This design comes from an exercise in tuning for small area and a short achievable clock period on the open sky130 flow, not from production work. The RTL was checked by simulation tests, not by an equivalence proof against the original design.

### run.sh
#!/bin/bash
# synth_recipe.tcl (not shown) runs the flow's synth.tcl, then flattens the netlist and writes it again
# the make line also repeats each setting of config.mk as NAME=value (left out here)
make -C /OpenROAD-flow-scripts/flow DESIGN_CONFIG=/design/flow/config.mk WORK_HOME=/design/flow/orfs CLKGATE_MAP_FILE= SYNTH_SCRIPT=/design/flow/synth_recipe.tcl finish
### constraint.sdc
create_clock -name core_clock -period 8.5 [get_ports {clock}]
set_input_delay 1.7000 -clock core_clock [delete_from_list [all_inputs] [get_ports {clock}]]
set_output_delay 1.7000 -clock core_clock [all_outputs]
set_load 0.01 [all_outputs]
### design.v
module booth_radix4
#(
	parameter DATA_WIDTH = 32
)
(
    input		[2				:0]	y,
    input		[DATA_WIDTH - 1	:0]	x,
    output	reg	[DATA_WIDTH - 1	:0]	p,
    output	reg						c
);
wire	y2;
wire	y1;
wire	y0;
wire	sel_negative;
wire	sel_double_negative;
wire	sel_positive;
wire	sel_double_positive;
assign y2 = y[2:2];
assign y1 = y[1:1];
assign y0 = y[0:0];
assign sel_negative =  y2 & (y1 & ~y0 | ~y1 & y0);
assign sel_positive = ~y2 & (y1 & ~y0 | ~y1 & y0);
assign sel_double_negative =  y2 & ~y1 & ~y0;
assign sel_double_positive = ~y2 &  y1 &  y0;
always@(*) begin
    if(sel_negative == 1'b1) begin
        p = ~x;
        c = 1'b1;
    end
    else if(sel_positive == 1'b1) begin
        p = x;
        c = 1'b0;
    end
    else if(sel_double_negative == 1'b1) begin
        p = ~(x << 1);
        c = 1'b1;
    end
    else if(sel_double_positive == 1'b1) begin
        p = x << 1;
        c = 1'b0;
    end
    else begin
        p = 'b0;
        c = 1'b0;
    end
end
endmodule
module cla_108bits(
    input	[107:0]	a   ,
    input	[107:0]	b   ,
    input			cin ,
    output	[107:0]	s   ,
	output    	    pm  ,
	output    	    gm  
);
wire	[2	:0]	px;
wire	[2	:0]	gx;
wire	[2	:0]	clu_cout;
cla_36bits u0_cla_36bits(
    .a   (a[35:0]  	   	),
    .b   (b[35:0]  	   	),
    .cin (clu_cout[0:0]	),
    .s   (s[35:0] 	   	),
	.pm  (px[0:0]	   	),
	.gm  (gx[0:0]	   	)
);
cla_36bits u1_cla_36bits(
    .a   (a[71:36] 	   	),
    .b   (b[71:36] 	   	),
    .cin (clu_cout[1:1]	),
    .s   (s[71:36] 	   	),
	.pm  (px[1:1]	   	),
	.gm  (gx[1:1]	   	)
);
cla_36bits u2_cla_36bits(
    .a   (a[107:72]    	),
    .b   (b[107:72]    	),
    .cin (clu_cout[2:2]	),
    .s   (s[107:72]    	),
	.pm  (px[2:2]	   	),
	.gm  (gx[2:2]	   	)
);
clu_3bits u_clu_3bits(
    .p   (px		),
    .g   (gx		),
    .cin (cin		),
    .cout(clu_cout	),
	.pm  (pm		),
	.gm  (gm		)
);
endmodule
module cla_12bits(
    input	[11	:0]	a   ,
    input   [11	:0]	b   ,
    input			cin ,
    output	[11	:0]	s   ,
	output			pm  ,
	output			gm  
);
wire	[2	:0]	px;
wire	[2	:0]	gx;
wire	[2	:0]	clu_cout;
cla_4bits u0_cla_4bits(
    .a   (a[3:0]  	   	),
    .b   (b[3:0]		),
    .cin (clu_cout[0:0]	),
    .s   (s[3:0] 	   	),
	.pm  (px[0:0]	   	),
	.gm  (gx[0:0]	   	)
);
cla_4bits u1_cla_4bits(
    .a   (a[7:4]		),
    .b   (b[7:4] 	   	),
    .cin (clu_cout[1:1]	),
    .s   (s[7:4] 	   	),
	.pm  (px[1:1]	   	),
	.gm  (gx[1:1]	   	)
);
cla_4bits u2_cla_4bits(
    .a   (a[11:8]  	   	),
    .b   (b[11:8]  	   	),
    .cin (clu_cout[2:2]	),
    .s   (s[11:8] 	   	),
	.pm  (px[2:2]	   	),
	.gm  (gx[2:2]	   	)
);
clu_3bits u_clu_3bits(
    .p   (px		),
    .g   (gx		),
    .cin (cin		),
    .cout(clu_cout	),
	.pm  (pm		),
	.gm  (gm		)
);
endmodule
module cla_36bits(
    input	[35	:0]	a   ,
    input   [35	:0]	b   ,
    input			cin ,
    output	[35	:0]	s   ,
	output			pm  ,
	output			gm  
);
wire	[2	:0]	px;
wire	[2	:0]	gx;
wire	[2	:0]	clu_cout;
cla_12bits u0_cla_12bits(
    .a   (a[11:0]  	   	),
    .b   (b[11:0]  	   	),
    .cin (clu_cout[0:0]	),
    .s   (s[11:0] 	   	),
	.pm  (px[0:0]	   	),
	.gm  (gx[0:0]	   	)
);
cla_12bits u1_cla_12bits(
    .a   (a[23:12] 	   	),
    .b   (b[23:12] 	   	),
    .cin (clu_cout[1:1]	),
    .s   (s[23:12] 	   	),
	.pm  (px[1:1]	   	),
	.gm  (gx[1:1]	   	)
);
cla_12bits u2_cla_12bits(
    .a   (a[35:24]     	),
    .b   (b[35:24]     	),
    .cin (clu_cout[2:2]	),
    .s   (s[35:24] 	   	),
	.pm  (px[2:2]	   	),
	.gm  (gx[2:2]	   	)
);
clu_3bits u_clu_3bits(
    .p   (px		),
    .g   (gx		),
    .cin (cin		),
    .cout(clu_cout	),
	.pm  (pm		),
	.gm  (gm		)
);
endmodule
module cla_4bits(
    input   [3	:0]	a   ,
    input   [3	:0]	b   ,
    input			cin ,
    output	[3	:0]	s   ,
	output			pm	,
	output			gm  
);
wire	[3	:0]	p;
wire	[3	:0]	g;
pg #(4) u_pg(
    .a(a),
    .b(b),
    .p(p),
    .g(g)
);
wire	[3	:0]	clu_cout;
clu_4bits u_clu_4bits(
    .p   (p),
    .g   (g),
    .cin (cin),
    .cout(clu_cout),
	.pm  (pm),
	.gm  (gm)
);
assign s = a ^ b ^ clu_cout;
endmodule
module clu_3bits(
    input   [2	:0]	p   ,
    input   [2	:0]	g   ,
    input			cin ,
    output  [2	:0]	cout,
	output			pm  ,
	output			gm  
);
assign	pm = p[2:2] & p[1:1] & p[0:0];
assign	gm = g[2:2] | (p[2:2] & g[1:1]) | (p[2:2] & p[1:1] & g[0:0]);
assign  cout[0:0] = cin;
assign  cout[1:1] = g[0:0] | (p[0:0] & cout[0:0]);
assign  cout[2:2] = g[1:1] | (p[1:1] & g[0:0]) | (p[1:1] & p[0:0] & cout[0:0]);
endmodule
module clu_4bits(
    input   [3	:0]	p   ,
    input   [3	:0]	g   ,
    input			cin ,
    output  [3	:0]	cout,
	output			pm  ,
	output			gm  
);
assign	pm = p[3:3] & p[2:2] & p[1:1] & p[0:0];
assign	gm = g[3:3] | (p[3:3] & g[2:2]) | (p[3:3] & p[2:2] & g[1:1]) | (p[3:3] & p[2:2] & p[1:1] & g[0:0]);
assign  cout[0:0] = cin;
assign  cout[1:1] = g[0:0] | (p[0:0] & cout[0:0]);
assign  cout[2:2] = g[1:1] | (p[1:1] & g[0:0]) | (p[1:1] & p[0:0] & cout[0:0]);
assign  cout[3:3] = g[2:2] | (p[2:2] & g[1:1]) | (p[2:2] & p[1:1] & g[0:0]) | (p[2:2] & p[1:1] & p[0:0] & cout[0:0]);
endmodule
module csa(
    input	a   ,
    input   b   ,
    input   cin	,
    output  cout,
    output  s
);
assign s = a ^ b ^ cin;
assign cout = a & b | b & cin | a & cin;
endmodule
module dff
#(
	parameter DATA_WIDTH = 32
)
(
    input   						clock,
	input   	[DATA_WIDTH - 1:0] 	d	 ,
	output reg  [DATA_WIDTH - 1:0] 	q
);
always@(posedge clock) begin                      
	q <= d;
end
endmodule
module lzd_128bits(
    input   [127:0]	src,
	output  [6  :0]	p  ,
	output			v
);
wire	[5	:0]	p0, p1;
wire			v0, v1;
lzd_64bits u0_lzd_64bits(
    .src(src[63:0]	),
	.p  (p0			),
	.v  (v0			)
);
lzd_64bits u1_lzd_64bits(
    .src(src[127:64]),
	.p  (p1			),
	.v  (v1			)
);
lzdu_2bits #(7) u_lzdu_2bits(
    .p0(p0	),
	.p1(p1	),
	.v0(v0	),
	.v1(v1	),
	.p (p	),
	.v (v	)
);
endmodule
module lzd_16bits(
    input   [15	:0]	src,
	output  [3 	:0]	p  ,
	output			v
);
wire	[2	:0]	p0, p1;
wire			v0, v1;
lzd_8bits u0_lzd_8bits(
    .src(src[7:0]	),
	.p  (p0			),
	.v  (v0			)
);
lzd_8bits u1_lzd_8bits(
    .src(src[15:8]	),
	.p  (p1			),
	.v  (v1			)
);
lzdu_2bits #(4) u_lzdu_2bits(
    .p0(p0	),
	.p1(p1	),
	.v0(v0	),
	.v1(v1	),
	.p (p	),
	.v (v	)
);
endmodule
module lzd_2bits(
    input	[1	:0]	src,
	output			p  ,
	output			v
);
assign	p = ~src[1:1];
assign	v = src[0:0] | src[1:1];
endmodule
module lzd_32bits(
    input	[31	:0]	src,
	output  [4	:0]	p  ,
	output  	    v
);
wire	[3	:0]	p0, p1;
wire			v0, v1;
lzd_16bits u0_lzd_16bits(
    .src(src[15:0]	),
	.p  (p0			),
	.v  (v0			)
);
lzd_16bits u1_lzd_16bits(
    .src(src[31:16]	),
	.p  (p1			),
	.v  (v1			)
);
lzdu_2bits #(5) u_lzdu_2bits(
    .p0(p0	),
	.p1(p1	),
	.v0(v0	),
	.v1(v1	),
	.p (p	),
	.v (v	)
);
endmodule
module lzd_4bits(
    input	[3	:0]	src,
	output	[1	:0]	p  ,
	output			v
);
wire p0, p1;
wire v0, v1;
lzd_2bits u0_lzd_2bits(
    .src(src[1:0]	),
	.p  (p0			),
	.v  (v0			)
);
lzd_2bits u1_lzd_2bits(
    .src(src[3:2]	),
	.p  (p1			),
	.v  (v1			)
);
lzdu_2bits #(2) u_lzdu_2bits(
    .p0(p0	),
	.p1(p1	),
	.v0(v0	),
	.v1(v1	),
	.p (p	),
	.v (v	)
);
endmodule
module lzd_64bits(
    input	[63	:0]	src,
	output  [5	:0]	p  ,
	output			v
);
wire	[4	:0] p0, p1;
wire			v0, v1;
lzd_32bits u0_lzd_32bits(
    .src(src[31:0]	),
	.p  (p0			),
	.v  (v0			)
);
lzd_32bits u1_lzd_32bits(
    .src(src[63:32]	),
	.p  (p1			),
	.v  (v1			)
);
lzdu_2bits #(6) u_lzdu_2bits(
    .p0(p0	),
	.p1(p1	),
	.v0(v0	),
	.v1(v1	),
	.p (p	),
	.v (v	)
);
endmodule
module lzd_8bits(
    input   [7	:0]	src,
	output  [2	:0]	p  ,
	output			v
);
wire	[1	:0]	p0, p1;
wire			v0, v1;
lzd_4bits u0_lzd_4bits(
    .src(src[3:0]	),
	.p  (p0			),
	.v  (v0			)
);
lzd_4bits u1_lzd_4bits(
    .src(src[7:4]	),
	.p  (p1			),
	.v  (v1			)
);
lzdu_2bits #(3) u_lzdu_2bits(
    .p0(p0	),
	.p1(p1	),
	.v0(v0	),
	.v1(v1	),
	.p (p	),
	.v (v	)
);
endmodule
module lzdu_2bits
#(
	parameter DATA_WIDTH = 2
)
(
    input	[DATA_WIDTH - 2:0]	p0,
	input   [DATA_WIDTH - 2:0]	p1,
	input 						v0,
	input 						v1,
	output  [DATA_WIDTH - 1:0]  p ,
	output						v
);
assign p[DATA_WIDTH - 1:DATA_WIDTH - 1] = ~v1;
assign p[DATA_WIDTH - 2:0] = v1 ? p1 : p0;
assign v = v0 | v1;
endmodule
module mul_int53(
    input  		  	clock       ,
    input   	    en          ,	 
    input  	[1 	:0]	opcode      ,	 
    input  	[52	:0]	multiplicand,	 
    input  	[52	:0]	multiplier  ,	 
    output  [52	:0]	result_hi   ,	 
    output  [52	:0]	result_lo		 
);
reg [105:0] multiplicand_true;
reg [53	:0] multiplier_true;
always@(*) begin
	if(en) begin
		case(opcode)
			2'b00: begin
				multiplicand_true = {53'b0, multiplicand};
				multiplier_true = {1'b0, multiplier};
			end
			2'b01: begin
				multiplicand_true = {{53{multiplicand[52:52]}}, multiplicand};
				multiplier_true = {1'b0, multiplier};
			end
			2'b10: begin
				multiplicand_true = {{53{multiplicand[52:52]}}, multiplicand};
				multiplier_true = {{1{multiplier[52:52]}}, multiplier};
			end
			default: begin
				multiplicand_true = 106'b0;
				multiplier_true = 54'b0;
			end
		endcase
	end
	else begin
		multiplicand_true = 106'b0;
		multiplier_true = 54'b0;
	end
end
wire	[105:0]	p [26:0];
wire	[26	:0]	c;
booth_radix4 #(106) u0_booth_radix4(
    .y({multiplier_true[1:0], 1'b0}	),
    .x(multiplicand_true			),
    .p(p[0]							),
    .c(c[0:0]						)
);
genvar i;
generate  
    for(i = 2; i < 53; i = i + 2) begin: partial_product_generator
        booth_radix4 #(106) u1_booth_radix4(
            .y(multiplier_true[i + 1:i - 1]	),
            .x(multiplicand_true << i      	),
            .p(p[i / 2]						),
            .c(c[i / 2:i / 2]				)
        );
   	end 
endgenerate
wire [105:0] cout_d1;
wire [105:0] sout_d1;
wtree_27bits_full #(106) u_wtree_27bits_full(
    .clock	(clock	),
	.cin	(c[24:0]	),
    .src0	(p[0]		),
    .src1	(p[1]		),
	.src2	(p[2]		),
	.src3	(p[3]		),
	.src4	(p[4]		),
    .src5	(p[5]		),
    .src6	(p[6]		),
	.src7	(p[7]		),
	.src8	(p[8]		),
	.src9	(p[9]		),
	.src10	(p[10]		),
	.src11	(p[11]		),
    .src12	(p[12]		),
	.src13	(p[13]		),
	.src14	(p[14]		),
	.src15	(p[15]		),
    .src16	(p[16]		),
    .src17	(p[17]		),
	.src18	(p[18]		),
	.src19	(p[19]		),
	.src20	(p[20]		),
	.src21	(p[21]		),
	.src22	(p[22]		),
	.src23	(p[23]		),
	.src24	(p[24]		),
	.src25	(p[25]		),
	.src26	(p[26]		),
	.cout	(cout_d1	),
    .sout	(sout_d1	)
);
wire [1:0] c_d1;
dff #(2) c_dff_d1(.clock(clock), .d(c[26:25]), .q(c_d1));
wire [107:0] adder_src1;
wire [107:0] adder_src2;
wire [107:0] adder_result;
assign adder_src1 = {2'b0, cout_d1[104:0], c_d1[1:1]};
assign adder_src2 = {2'b0, sout_d1};
cla_108bits u_cla_108bits(
    .a   (adder_src1	),
    .b   (adder_src2	),
    .cin (c_d1[0:0]		),
    .s   (adder_result	),
	.pm  (				),
	.gm  (				)
);
dff #(106) result_dff_d2(.clock(clock), .d(adder_result[105:0]), .q({result_hi, result_lo}));
endmodule
module pg
#(
	parameter DATA_WIDTH = 4
)
(
    input	[DATA_WIDTH - 1:0]	a,
    input	[DATA_WIDTH - 1:0]	b,
    output	[DATA_WIDTH - 1:0]	p,
    output	[DATA_WIDTH - 1:0]	g
);
assign  p = a | b;
assign  g = a & b;
endmodule
module wtree_27bits(
    input    		clock,
    input   [26	:0]	src	 ,	 
    input   [8	:0]	cin2 ,	 
    input   [5	:0]	cin3 ,	 
    input   [3	:0]	cin4 ,	 
    input   [2	:0]	cin5 ,	 
    input   [1	:0]	cin6 ,   
    input     		cin7 ,   
    output  [8	:0]	cout1,	 
    output  [5	:0]	cout2,	 
    output  [3	:0]	cout3,	 
    output  [2	:0]	cout4,	 
    output  [1	:0]	cout5,	 
    output    		cout6,	 
    output			cout ,	 
    output			sout	 
);
wire [8:0] sout1;
genvar i;
generate
    for(i = 0; i < 9; i = i + 1) begin: first
        csa u1_csa(
            .a    (src[3*i:3*i]			),
            .b    (src[3*i + 1:3*i + 1]	),
            .cin  (src[3*i + 2:3*i + 2]	),
            .cout (cout1[i:i]			),
            .s    (sout1[i:i]			)
        );
    end
endgenerate
wire [17:0] src2;
wire [5	:0] sout2;
assign src2 = {cin2, sout1};
genvar j;
generate
    for(j = 0; j < 6; j = j + 1) begin: second
        csa u2_csa(
            .a		(src2[3*j:3*j]			),
            .b		(src2[3*j + 1:3*j + 1]	),
            .cin	(src2[3*j + 2:3*j + 2]	),
            .cout	(cout2[j:j]				),
            .s		(sout2[j:j]				)
        );
    end
endgenerate
wire [11:0] src3;
wire [3:0] sout3;
assign src3 = {cin3, sout2};
genvar k;
generate
    for(k = 0; k < 4; k = k + 1) begin: thrid
        csa u3_csa(
            .a		(src3[3*k:3*k]			),
            .b		(src3[3*k + 1:3*k + 1]	),
            .cin	(src3[3*k + 2:3*k + 2]	),
            .cout	(cout3[k:k]				),
            .s		(sout3[k:k]				)
        );
    end
endgenerate
wire [8:0] src4;
wire [2:0] sout4;
dff #(9) dff_d1(.clock(clock), .d({cin4, sout3, 1'b0}), .q(src4));
genvar m;
generate
    for(m = 0; m < 3; m = m + 1) begin: fourth
        csa u4_csa(
            .a		(src4[3*m:3*m]			),
            .b		(src4[3*m + 1:3*m + 1]	),
            .cin	(src4[3*m + 2:3*m + 2]	),
            .cout	(cout4[m:m]				),
            .s		(sout4[m:m]				)
        );
    end
endgenerate
wire [5:0] src5;
wire [1:0] sout5;
assign src5 = {cin5, sout4};
genvar n;
generate
    for(n = 0; n < 2; n = n + 1) begin: fifth
        csa u5_csa(
            .a		(src5[3*n:3*n]			),
            .b		(src5[3*n + 1:3*n + 1]	),
            .cin	(src5[3*n + 2:3*n + 2]	),
            .cout	(cout5[n:n]				),
            .s		(sout5[n:n]				)
        );
    end
endgenerate
wire [3:0] src6;
wire [1:0] sout6;
assign sout6[1:1] = src6[3:3];
assign src6 = {cin6, sout5};
csa u6_csa(
    .a		(src6[0:0]	),
    .b		(src6[1:1]	),
    .cin	(src6[2:2]	),
    .cout	(cout6		),
    .s		(sout6[0:0]	)
);
wire  [2:0] src7;
assign src7 = {cin7, sout6};
csa u7_csa(
    .a		(src7[0:0]	),
    .b		(src7[1:1]	),
    .cin	(src7[2:2]	),
    .cout	(cout		),
    .s		(sout		)
);
endmodule
module wtree_27bits_full
#(
	parameter DATA_WIDTH = 106
)
(
    input    					clock,
	input   [24				:0]	cin  ,	 
    input   [DATA_WIDTH - 1	:0]	src0 ,	 
    input   [DATA_WIDTH - 1	:0]	src1 ,	 
	input   [DATA_WIDTH - 1	:0]	src2 ,	 
	input   [DATA_WIDTH - 1	:0]	src3 ,	 
	input   [DATA_WIDTH - 1	:0]	src4 ,	 
    input   [DATA_WIDTH - 1	:0]	src5 ,	 
    input   [DATA_WIDTH - 1	:0]	src6 ,	 
	input   [DATA_WIDTH - 1	:0]	src7 ,	 
	input   [DATA_WIDTH - 1	:0]	src8 ,	 
	input   [DATA_WIDTH - 1	:0]	src9 ,	 
	input   [DATA_WIDTH - 1	:0]	src10,	 
	input   [DATA_WIDTH - 1	:0]	src11,	 
    input   [DATA_WIDTH - 1	:0]	src12,	 
	input   [DATA_WIDTH - 1	:0]	src13,	 
	input   [DATA_WIDTH - 1	:0]	src14,	 
	input   [DATA_WIDTH - 1	:0]	src15,	 
    input   [DATA_WIDTH - 1	:0]	src16,	 
    input   [DATA_WIDTH - 1	:0]	src17,	 
	input   [DATA_WIDTH - 1	:0]	src18,	 
	input   [DATA_WIDTH - 1	:0]	src19,	 
	input   [DATA_WIDTH - 1	:0]	src20,	 
	input   [DATA_WIDTH - 1	:0]	src21,	 
	input   [DATA_WIDTH - 1	:0]	src22,	 
	input   [DATA_WIDTH - 1	:0]	src23,	 
	input   [DATA_WIDTH - 1	:0]	src24,	 
	input   [DATA_WIDTH - 1	:0]	src25,	 
	input   [DATA_WIDTH - 1	:0]	src26,	 
	output  [DATA_WIDTH - 1	:0]	cout ,	 
    output  [DATA_WIDTH - 1	:0]	sout	 
);
wire	[26	:0]	switch_result [DATA_WIDTH - 1:0];
genvar i;
generate
	for(i = 0; i < DATA_WIDTH; i = i + 1) begin: switch
		assign switch_result[i] = {src0[i:i], src1[i:i], src2[i:i], src3[i:i], src4[i:i], src5[i:i], 
								   src6[i:i], src7[i:i], src8[i:i], src9[i:i], src10[i:i], src11[i:i],
								   src12[i:i], src13[i:i], src14[i:i], src15[i:i], src16[i:i], src17[i:i],
								   src18[i:i], src19[i:i], src20[i:i], src21[i:i], src22[i:i], src23[i:i],
								   src24[i:i], src25[i:i], src26[i:i]};
	end
endgenerate
wire [5:0] cin_d1;
dff #(6) cin_dff_d1(.clock(clock), .d(cin[24:19]), .q(cin_d1));
wire	[8	:0] cout1 [DATA_WIDTH - 1:0];
wire	[5	:0]	cout2 [DATA_WIDTH - 1:0];
wire	[3	:0]	cout3 [DATA_WIDTH - 1:0];
wire	[2	:0]	cout4_d1 [DATA_WIDTH - 1:0];
wire	[1	:0]	cout5_d1 [DATA_WIDTH - 1:0];
wire			cout6_d1 [DATA_WIDTH - 1:0];
wtree_27bits u0_wtree_27bits(
    .clock	(clock				),
    .src	(switch_result[0]	),
    .cin2	(cin[8:0]			),
    .cin3	(cin[14:9]			),
    .cin4	(cin[18:15]			),
    .cin5	(cin_d1[2:0]		),
    .cin6	(cin_d1[4:3]		),
    .cin7	(cin_d1[5:5]		),
    .cout1	(cout1[0]			),
    .cout2	(cout2[0]			),
    .cout3	(cout3[0]			),
    .cout4	(cout4_d1[0]		),
    .cout5	(cout5_d1[0]		),
    .cout6	(cout6_d1[0]		),
    .cout	(cout[0:0]			),
    .sout	(sout[0:0]			)
);
genvar j;
generate  
    for(j = 1; j < DATA_WIDTH; j = j + 1) begin: wtree_27bits
        wtree_27bits u_wtree_27bits(
			.clock  (clock				),
            .src	(switch_result[j]	),
            .cin2	(cout1[j - 1]		),
            .cin3	(cout2[j - 1]		),
            .cin4	(cout3[j - 1]		),
            .cin5	(cout4_d1[j - 1]	),
            .cin6	(cout5_d1[j - 1]	),
            .cin7	(cout6_d1[j - 1]	),
            .cout1	(cout1[j]			),
            .cout2	(cout2[j]			),
            .cout3	(cout3[j]			),
            .cout4	(cout4_d1[j]		),
            .cout5	(cout5_d1[j]		),
            .cout6	(cout6_d1[j]		),
            .cout	(cout[j:j]			),
            .sout	(sout[j:j]			)
        );
   	end 
endgenerate
endmodule
module mul_fp64(
	input			clock  ,
	input			en     ,	 
	input	[2 	:0]	rm     ,	 
	input   [63	:0]	src1   ,	 
	input   [63	:0]	src2   ,	 
	output  [63	:0]	result ,	 
	output			nv	   ,
	output			of	   
);
wire			sign1;
wire			sign2;
wire	[10	:0]	exp1;
wire	[10	:0]	exp2;
wire	[51	:0]	man1;
wire	[51	:0]	man2;
assign sign1 = src1[63:63];
assign sign2 = src2[63:63];
assign exp1 = src1[62:52];
assign exp2 = src2[62:52];
assign man1 = src1[51:0];
assign man2 = src2[51:0];
wire	normal1;
wire	normal2;
wire	subnormal1;
wire	subnormal2;
wire	zero1;	
wire	zero2;	
wire	infinity1;
wire	infinity2;
wire	snan1;
wire	snan2;
wire	qnan1;
wire	qnan2;	
assign normal1 = exp1 != 11'b0 && exp1 != 11'b111_1111_1111;
assign normal2 = exp2 != 11'b0 && exp2 != 11'b111_1111_1111;
assign subnormal1 = exp1 == 11'b0 && man1 != 52'b0;
assign subnormal2 = exp2 == 11'b0 && man2 != 52'b0;
assign zero1 = exp1 == 11'b0 && man1 == 52'b0;
assign zero2 = exp2 == 11'b0 && man2 == 52'b0;
assign infinity1 = exp1 == 11'b111_1111_1111 && man1 == 52'b0;
assign infinity2 = exp2 == 11'b111_1111_1111 && man2 == 52'b0;
assign snan1 = exp1 == 11'b111_1111_1111 && !man1[51:51] && man1[50:0] != 51'b0;
assign snan2 = exp2 == 11'b111_1111_1111 && !man2[51:51] && man2[50:0] != 51'b0;
assign qnan1 = exp1 == 11'b111_1111_1111 && man1[51:51];
assign qnan2 = exp2 == 11'b111_1111_1111 && man2[51:51];
wire			zero;	
wire			infinity;
wire			snan;
wire			qnan;
wire	[50	:0]	nan_load;
wire			nv_d0;
assign zero = zero1 && (normal2 || subnormal2) || zero2 && (normal1 || subnormal1) || zero1 && zero2;
assign infinity = infinity1 && (normal2 || subnormal2) || infinity2 && (normal1 || subnormal1) || infinity1 && infinity2;
assign snan = snan1 || snan2;
assign qnan = qnan1 || qnan2 || zero1 && infinity2 || zero2 && infinity1;
assign nan_load = snan1 || qnan1 ? man1[50:0] : 
				  snan2 || qnan2 ? man2[50:0] : 51'b1;
assign nv_d0 = zero1 && infinity2 || zero2 && infinity1 || snan1 || snan2 || qnan1 || qnan2;
wire sign;
assign sign = sign1 ^ sign2;
wire	[11	:0]	exp1_true;
wire	[11	:0]	exp2_true;
wire	[11	:0]	exp_temp;
assign exp1_true = normal1 ? {1'b0, exp1} + 12'b1100_0000_0001 : 12'b1100_0000_0010;
assign exp2_true = normal2 ? {1'b0, exp2} + 12'b1100_0000_0001 : 12'b1100_0000_0010;
assign exp_temp = exp1_true + exp2_true;
wire	[52	:0]	man1_true;
wire	[52	:0]	man2_true;
assign man1_true = {normal1, man1};
assign man2_true = {normal2, man2};
wire [105:0] man_temp_d2;
mul_int53 u_mul_int53(
    .clock       (clock					),
    .en          (en					),
    .opcode      (2'b00	),
    .multiplicand(man1_true				),
    .multiplier  (man2_true				),
    .result_hi   (man_temp_d2[105:53]	),
    .result_lo	 (man_temp_d2[52:0]		)
);
wire			zero_d1;
wire			zero_d2;	
wire			infinity_d1;
wire			infinity_d2;
wire			snan_d1;
wire			snan_d2;
wire			qnan_d1;
wire			qnan_d2;
wire	[50	:0] nan_load_d1;
wire	[50	:0] nan_load_d2;
wire			nv_d1;
wire			nv_d2;
wire			sign_d1;
wire			sign_d2;
wire	[11	:0] exp_temp_d1;
wire	[11	:0] exp_temp_d2;
wire	[2	:0] rm_d1;
wire	[2	:0] rm_d2;
dff #(1	) zero_dff_d1		(.clock(clock), .d(zero			), .q(zero_d1		));
dff #(1	) zero_dff_d2		(.clock(clock), .d(zero_d1		), .q(zero_d2		));
dff #(1	) infinity_dff_d1	(.clock(clock), .d(infinity		), .q(infinity_d1	));
dff #(1	) infinity_dff_d2	(.clock(clock), .d(infinity_d1	), .q(infinity_d2	));
dff #(1	) snan_dff_d1		(.clock(clock), .d(snan			), .q(snan_d1		));
dff #(1	) snan_dff_d2		(.clock(clock), .d(snan_d1		), .q(snan_d2		));
dff #(1	) qnan_dff_d1		(.clock(clock), .d(qnan			), .q(qnan_d1		));
dff #(1	) qnan_dff_d2		(.clock(clock), .d(qnan_d1		), .q(qnan_d2		));
dff #(1	) nv_dff_d1			(.clock(clock), .d(nv_d0		), .q(nv_d1			));
dff #(1	) nv_dff_d2			(.clock(clock), .d(nv_d1		), .q(nv_d2			));
dff #(1	) sign_dff_d1		(.clock(clock), .d(sign			), .q(sign_d1		));
dff #(1	) sign_dff_d2		(.clock(clock), .d(sign_d1		), .q(sign_d2		));
dff #(12) exp_temp_dff_d1	(.clock(clock), .d(exp_temp		), .q(exp_temp_d1	));
dff #(12) exp_temp_dff_d2	(.clock(clock), .d(exp_temp_d1	), .q(exp_temp_d2	));
dff #(3	) rm_dff_d1			(.clock(clock), .d(rm			), .q(rm_d1			));
dff #(3	) rm_dff_d2			(.clock(clock), .d(rm_d1		), .q(rm_d2			));
dff #(51) nan_load_dff_d1	(.clock(clock), .d(nan_load		), .q(nan_load_d1	));
dff #(51) nan_load_dff_d2	(.clock(clock), .d(nan_load_d1	), .q(nan_load_d2	));
wire	[6	:0]	p_d2;
wire			v_d2;
lzd_128bits u_lzd_128bits(
    .src({man_temp_d2, 22'b0}	),
	.p  (p_d2					),
	.v  (v_d2					)
);
wire	[12	:0]	lshift_max_d2;
wire	[12	:0]	rshift_min_d2;
wire			shift_direction_d2;  
wire	[6	:0]	lshift_bits_d2;
wire	[6	:0]	lshift_true_d2;
wire	[9	:0]	rshift_bits_d2;
wire	[9	:0]	rshift_true_d2;
assign lshift_max_d2 = {exp_temp_d2[11:11], exp_temp_d2} + 'd1022;
assign rshift_min_d2 = $signed(-'d1021) + ~{exp_temp_d2[11:11], exp_temp_d2};	 
assign shift_direction_d2 = $signed(rshift_min_d2) > $signed('b0) || man_temp_d2[105:105];
assign lshift_bits_d2 = p_d2 - 'b1;
assign rshift_bits_d2 = man_temp_d2[105:105] ? 'b1 : 'b0;
assign lshift_true_d2 = $signed(lshift_bits_d2) < $signed(lshift_max_d2) ? lshift_bits_d2 : 
						lshift_max_d2[12:12] ? 'b0 : lshift_max_d2[6:0];
assign rshift_true_d2 = $signed(rshift_bits_d2) > $signed(rshift_min_d2) ? rshift_bits_d2 : 
						rshift_min_d2[12:12] ? 'b0 : rshift_min_d2[9:0];
wire	[105:0]	man_lshifted_d2;
wire	[105:0]	man_rshifted_d2;
wire	[55	:0]	man_normalized_d2;
wire	[105:0]	dis_bits_d2;
wire	[11	:0]	exp_lshifted_d2;
wire	[11	:0]	exp_rshifted_d2;
wire	[11	:0]	exp_normalized_d2;
assign man_lshifted_d2 = man_temp_d2 << lshift_true_d2;
assign {man_rshifted_d2, dis_bits_d2} = rshift_true_d2 < 'd106 ? {man_temp_d2, 106'b0} >> rshift_true_d2 : {106'b0, man_temp_d2};
assign man_normalized_d2[55:1] = shift_direction_d2 ? man_rshifted_d2[105:51] : man_lshifted_d2[105:51];
assign man_normalized_d2[0:0] = shift_direction_d2 ? |{man_rshifted_d2[50:0], dis_bits_d2} : |man_lshifted_d2[50:0];
assign exp_lshifted_d2 = exp_temp_d2 + ~{5'b0, lshift_true_d2} + 'b1;
assign exp_rshifted_d2 = exp_temp_d2 + {2'b0, rshift_true_d2};
assign exp_normalized_d2 = shift_direction_d2 ? exp_rshifted_d2 : exp_lshifted_d2;
wire			zero_d3;
wire			infinity_d3;
wire			snan_d3;
wire			qnan_d3;
wire			nv_d3;
wire			sign_d3;
wire	[11	:0]	exp_temp_d3;
wire	[55	:0]	man_temp_d3;
wire	[2	:0]	rm_d3;
wire	[50	:0]	nan_load_d3;
dff #(1	) zero_dff_d3		(.clock(clock), .d(zero_d2			), .q(zero_d3		));
dff #(1	) infinity_dff_d3	(.clock(clock), .d(infinity_d2		), .q(infinity_d3	));
dff #(1	) snan_dff_d3		(.clock(clock), .d(snan_d2			), .q(snan_d3		));
dff #(1	) qnan_dff_d3		(.clock(clock), .d(qnan_d2			), .q(qnan_d3		));
dff #(1	) nv_dff_d3			(.clock(clock), .d(nv_d2			), .q(nv_d3			));
dff #(1	) sign_dff_d3		(.clock(clock), .d(sign_d2			), .q(sign_d3		));
dff #(12) exp_temp_dff_d3	(.clock(clock), .d(exp_normalized_d2), .q(exp_temp_d3	));
dff #(56) man_temp_dff_d3	(.clock(clock), .d(man_normalized_d2), .q(man_temp_d3	));
dff #(3	) rm_dff_d3			(.clock(clock), .d(rm_d2			), .q(rm_d3			));
dff #(51) nan_load_dff_d3	(.clock(clock), .d(nan_load_d2		), .q(nan_load_d3	));
wire	[53	:0]	man_round1_d3;
wire	[53	:0]	man_round0_d3;
reg		[53	:0]	man_rounded_d3;
assign man_round1_d3 = man_temp_d3[55:2] + 'b1;
assign man_round0_d3 = man_temp_d3[55:2];
always@(*) begin
	case(rm_d3)
		3'b000: begin
			case(man_temp_d3[1:0])
				2'b00: begin
					man_rounded_d3 = man_round0_d3;
				end
				2'b01: begin
					man_rounded_d3 = man_round0_d3;
				end
				2'b10: begin
					man_rounded_d3 = man_temp_d3[2:2] ? man_round1_d3 : man_round0_d3;
				end
				2'b11: begin
					man_rounded_d3 = man_round1_d3;
				end
			endcase
		end
		3'b001: begin
			man_rounded_d3 = man_round0_d3;
		end
		3'b010: begin
			man_rounded_d3 = sign_d3 ? (|man_temp_d3[1:0] ? man_round1_d3 : man_round0_d3) : man_round0_d3;
		end
		3'b011: begin
			man_rounded_d3 = sign_d3 ? man_round0_d3 : (|man_temp_d3[1:0] ? man_round1_d3 : man_round0_d3);
		end
		3'b100: begin
			man_rounded_d3 = man_temp_d3[1:1] ? man_round1_d3 : man_round0_d3;
		end
		default: begin
			man_rounded_d3 = 'b0;
		end
	endcase
end
wire	[53	:0]	man_normalized_d3;
wire	[11	:0]	exp_normalized_d3;
wire	[11	:0]	exp_bias_d3;
assign man_normalized_d3 = man_rounded_d3[53:53] ? man_rounded_d3 >> 'b1 : man_rounded_d3;
assign exp_normalized_d3 = man_rounded_d3[53:53] ? exp_temp_d3 + 'b1 : exp_temp_d3;
assign exp_bias_d3 = man_normalized_d3[52:52] ? exp_normalized_d3 + 'd1023 : 'b0;
wire			special;
wire			of_d3;
wire	[10	:0]	exp_d3;
wire	[51	:0]	man_d3;
assign special = zero_d3 || infinity_d3 || snan_d3 || qnan_d3;
assign of_d3 = ~special && $signed(exp_normalized_d3) > $signed('d1023);
assign exp_d3 = zero_d3 ? 'b0 : 
				infinity_d3 || snan_d3 || qnan_d3 || of_d3 ? 'b111_1111_1111 : exp_bias_d3[10:0];
assign man_d3 = zero_d3 ? 'b0 : 
				infinity_d3 ? 'b0 :
				snan_d3 ? {1'b0, nan_load_d3} :
				qnan_d3 ? {1'b1, nan_load_d3} :
				of_d3 ? 'b0 : man_normalized_d3[51:0];
dff #(64) result_dff_d4	(.clock(clock), .d({sign_d3, exp_d3, man_d3}), .q(result));
dff #(1	) nv_dff_d4		(.clock(clock), .d(nv_d3					), .q(nv	));
dff #(1	) of_dff_d4		(.clock(clock), .d(of_d3					), .q(of	));
endmodule
### config.mk
export PLATFORM = sky130hd
export DESIGN_NAME = mul_fp64
export DESIGN_NICKNAME = mul_fp64
export VERILOG_FILES = /design/flow/design.v
export SDC_FILE = /design/flow/constraint.sdc
export NUM_CORES = 8
export LEC_CHECK = 0
export CAP_MARGIN = 20
export CORE_MARGIN = 2
export CORE_UTILIZATION = 40
export SLEW_MARGIN = 20
==> impl_results.md <==
* TritonCTS clock tree: done
* Async SR Flop Fraction at 0%
* Post-DRT Antenna Nets at 0
* Crit path largest cell delay at 520 ps
* Worst-skew pair later-pin latency at about 950 ps
* Crit-path max FO at 17
* Endpoint class of the critical path: flip-flop
* HPWL Detailed at ~480 mm
* CTS Buf Count at 155
* EDFF count, synth at 0
* Critical path's slowest cell: or4_1
* Die W at 613.3 um
* Final setup vio count at 0
* Fin crit share at between 90% and 100%
* H-Tree Depth at 4
* GP Congestion at 1.033
* Syn Area/Cell at approximately 8.3 um2
* Gr usage total at a little over a third
* Main flop type after synthesis: dfxtp_1
* Critical path class: flip-flop to flip-flop
* Ys Warns at 14
* Status: finished clean
* # DRC at 0
* R2r setup slk at about 320 ps
* Share of post-route cells with drive strength above 1 at 9.043%
* Largest net degree at the start of global routing at between 200 and 250
* Clock root buffer: clkbuf_16
* Worst slew margin at between 10% and 20%
* Port Buf Inserts at between 150 and 200
* Wirelength per Cell at between 30 and 40 um
* RSZ-0062 raised after global routing: true
* Part of the Yosys area used for sequential elements at about 18%
* Fmax at between 100 and 150 MHz
* Library cells used by synthesis at about 100
* Fin. max-slew vios at 0
* Min-Delay Path Class: flip-flop to flip-flop
* I/O pins at between 150 and 200
* Vias in the first global route at 131,229
* Final Hold Violating Endpoints at 0
* Grt total ovfl at 0
* Syn_nets at 20,400
* CP arrival at around 9000 ps
* M1 GR Usage at between 40% and 50%
* Vias per inst at around 6
* Max Root-Sink Buffers at 4
* Num rows at ~220
* Cell taking the most area after synthesis: fa_1
* Clk slew on worst S/H paths at around 70 ps
* Die H at between 600 and 700 um
* Cell Area, Synth at between 0.1 and 0.15 mm2
* First-pass GRT wire length at 964.3 mm
* Final Critical Period at 8182 ps
* Initial core utilization at between 40 and 50%
* GRT busiest layer: met2
* CP dominant cell by count: buf_4
* Top cells by area, synth: fa_1 27%, dfxtp_1 18%, xnor2_1 8.7%, inv_1 6.0%, nand2_1 5.2%
* Critical Path Source Type: flip-flop
* MaxCap Viol Count at 0
* Antenna violations before repair at 54
* Initial DRC count at between 20,000 and 25,000
* Area Growth Syn to Fin at 10.05%
* GR met3 Demand/Resource at 11.57%
* Most frequent cells in the layout: 2,384 x inv_1, 2,032 x nand2_1, 2,016 x fa_1
* Mapped Cells at 17,871
* Placed insts at between 20,000 and 25,000
* Met2 Use GR at about 52%
* Post-Layout Cell Count at 22,497
* Final-stage net count at 19,914
* Area of the core at approximately 0.37 mm2
* Register bit count reported by yosys at ~1,300
* Clock Sinks at about 1,300
* Util after Layout at 44.28%
* Final WL at just under 700 mm
* Post-synth top area share at a little over a quarter
* DR vias at roughly 140k
* Skew final at 111.7 ps
* Worst Path Required at around 9300 ps
* Commonest non-fill, non-tap cell in the layout: inv_1
* First-pass DRT Iterations at 10
* Overall die area at about 0.38 mm2
* Slew @ Worst Pin at 1298 ps
==> layer usage <==
layer	share of wire, %	wire length (um)	up-vias
met1	37	250400	65967
met2	41	282700	10201
met4	9.1	61900	34
met3	13	86340	2850
li1	-	-	56971
met5	0.13	912	-
==> cells in the mapped netlist (all sizes together), types with 82 or more instances <==
library cell,count
o221a,136
nor3,92
a22oi,123
fa,2025
clkbuf,1343
nand2,2045
a211oi,303
o22a,90
o22ai,392
nand3,148
inv,2398
o221ai,630
o21ai,423
ha,371
a21oi,757
xnor2,1468
dfxtp,1299
and3,84
nor2,1885
nand2b,82
xor2,99
buf,303
mux2i,426
==> what timing repair did <==
item	CTS	global route
hold buffers	0	0
endpoints found under the setup margin	2	13
setup buffers	3	3
gates resized for setup	5	56
pin swaps	4	17
==> area by class of cell <==
type | instances | area, um2
diodes | 41 | 102.6
flip-flops and latches | 1299 | 26010
clock inverters | 77 | 1075
fillers | 36236 | 205700
clock buffers | 201 | 4334
well taps | 4950 | 6193
inverters | 2403 | 9035
repair buffers | 1003 | 8444
multi-input cells | 12523 | 108200
==> final timing paths <==
path                                                start                            end  depth (start not counted)
setup / recovery  u_mul_int53.result_dff_d2.q[49]$_DFF_P_   man_temp_dff_d3.q[0]$_DFF_P_                         35
hold / removal              nan_load_dff_d1.q[16]$_DFF_P_  nan_load_dff_d2.q[16]$_DFF_P_                          0
setup reg to reg  u_mul_int53.result_dff_d2.q[49]$_DFF_P_   man_temp_dff_d3.q[0]$_DFF_P_                         35
hold reg to reg             nan_load_dff_d1.q[16]$_DFF_P_  nan_load_dff_d2.q[16]$_DFF_P_                          0
==> worst max-delay path, delay by kind of cell (launching register included) <==
kind	cells	cell delay [ps]
flops	1	450
buf+inv	8	940
fa+ha+maj	2	510
compound gates	15	3080
mux	3	790
xor+xnor	1	250
simple gates	6	2030
==> logic make-up (layout without fill, tap and decap cells) <==
family,count (synthesis),after routing,synth area share [%]
multiplexers,477,477,3.322
adder cells (fa/ha/maj),2396,2396,30.42
XOR/XNOR,1567,1567,9.242
other,0,41,0
buffers and inverters,4049,3684,10.29
AO/OA/AOI/OAI,3387,3387,16.03
AND/OR/NAND/NOR,4696,4696,13.18
flip-flops,1299,1299,17.51
==> per-stage QoR <==
step           TNS (ps)  hold slack (ps)  cell area, um2  setup WS (ps)
6_report              0            288.4          163400          317.5
5_1_grt          -38.98            276.6          163400         -37.73
3_3_place_gp     -461.0            309.7          157500         -415.4
2_1_floorplan         0            309.6          148500          509.4
4_1_cts               0            267.2          162900          29.08
3_5_place_dp     -447.3            312.1          157500         -447.3

static timing again, ports no longer ideal:
The flow's constraints put no driver on any port. The routed layout listed below was extracted and timed again, unchanged, in two steps. Step 1 assumes that a clkbuf_16 drives the clock port and a buf_2 every other input. Step 2 times the ports against the registers' clock, not the clock port: input delays grow and output delays shrink by t, the midpoint of the rising clock arrivals with the driver on. a / b / c = ideal / step 1 / step 2; a / b = the first two.
shift t [ns]: 1.010
slack for setup (ns): 0.318 / 0.318 / 0.318
hold slack, ns: 0.288 / 0.288 / 0.288
latest minus earliest clock arrival (ns): 0.123 / 0.123
worst data-port slew with drivers (ns): 0.22
After both steps this run still meets setup and hold. For this run, drivers alone change the setup slack by 0.000 ns; drivers and shift together by 0.000 ns.
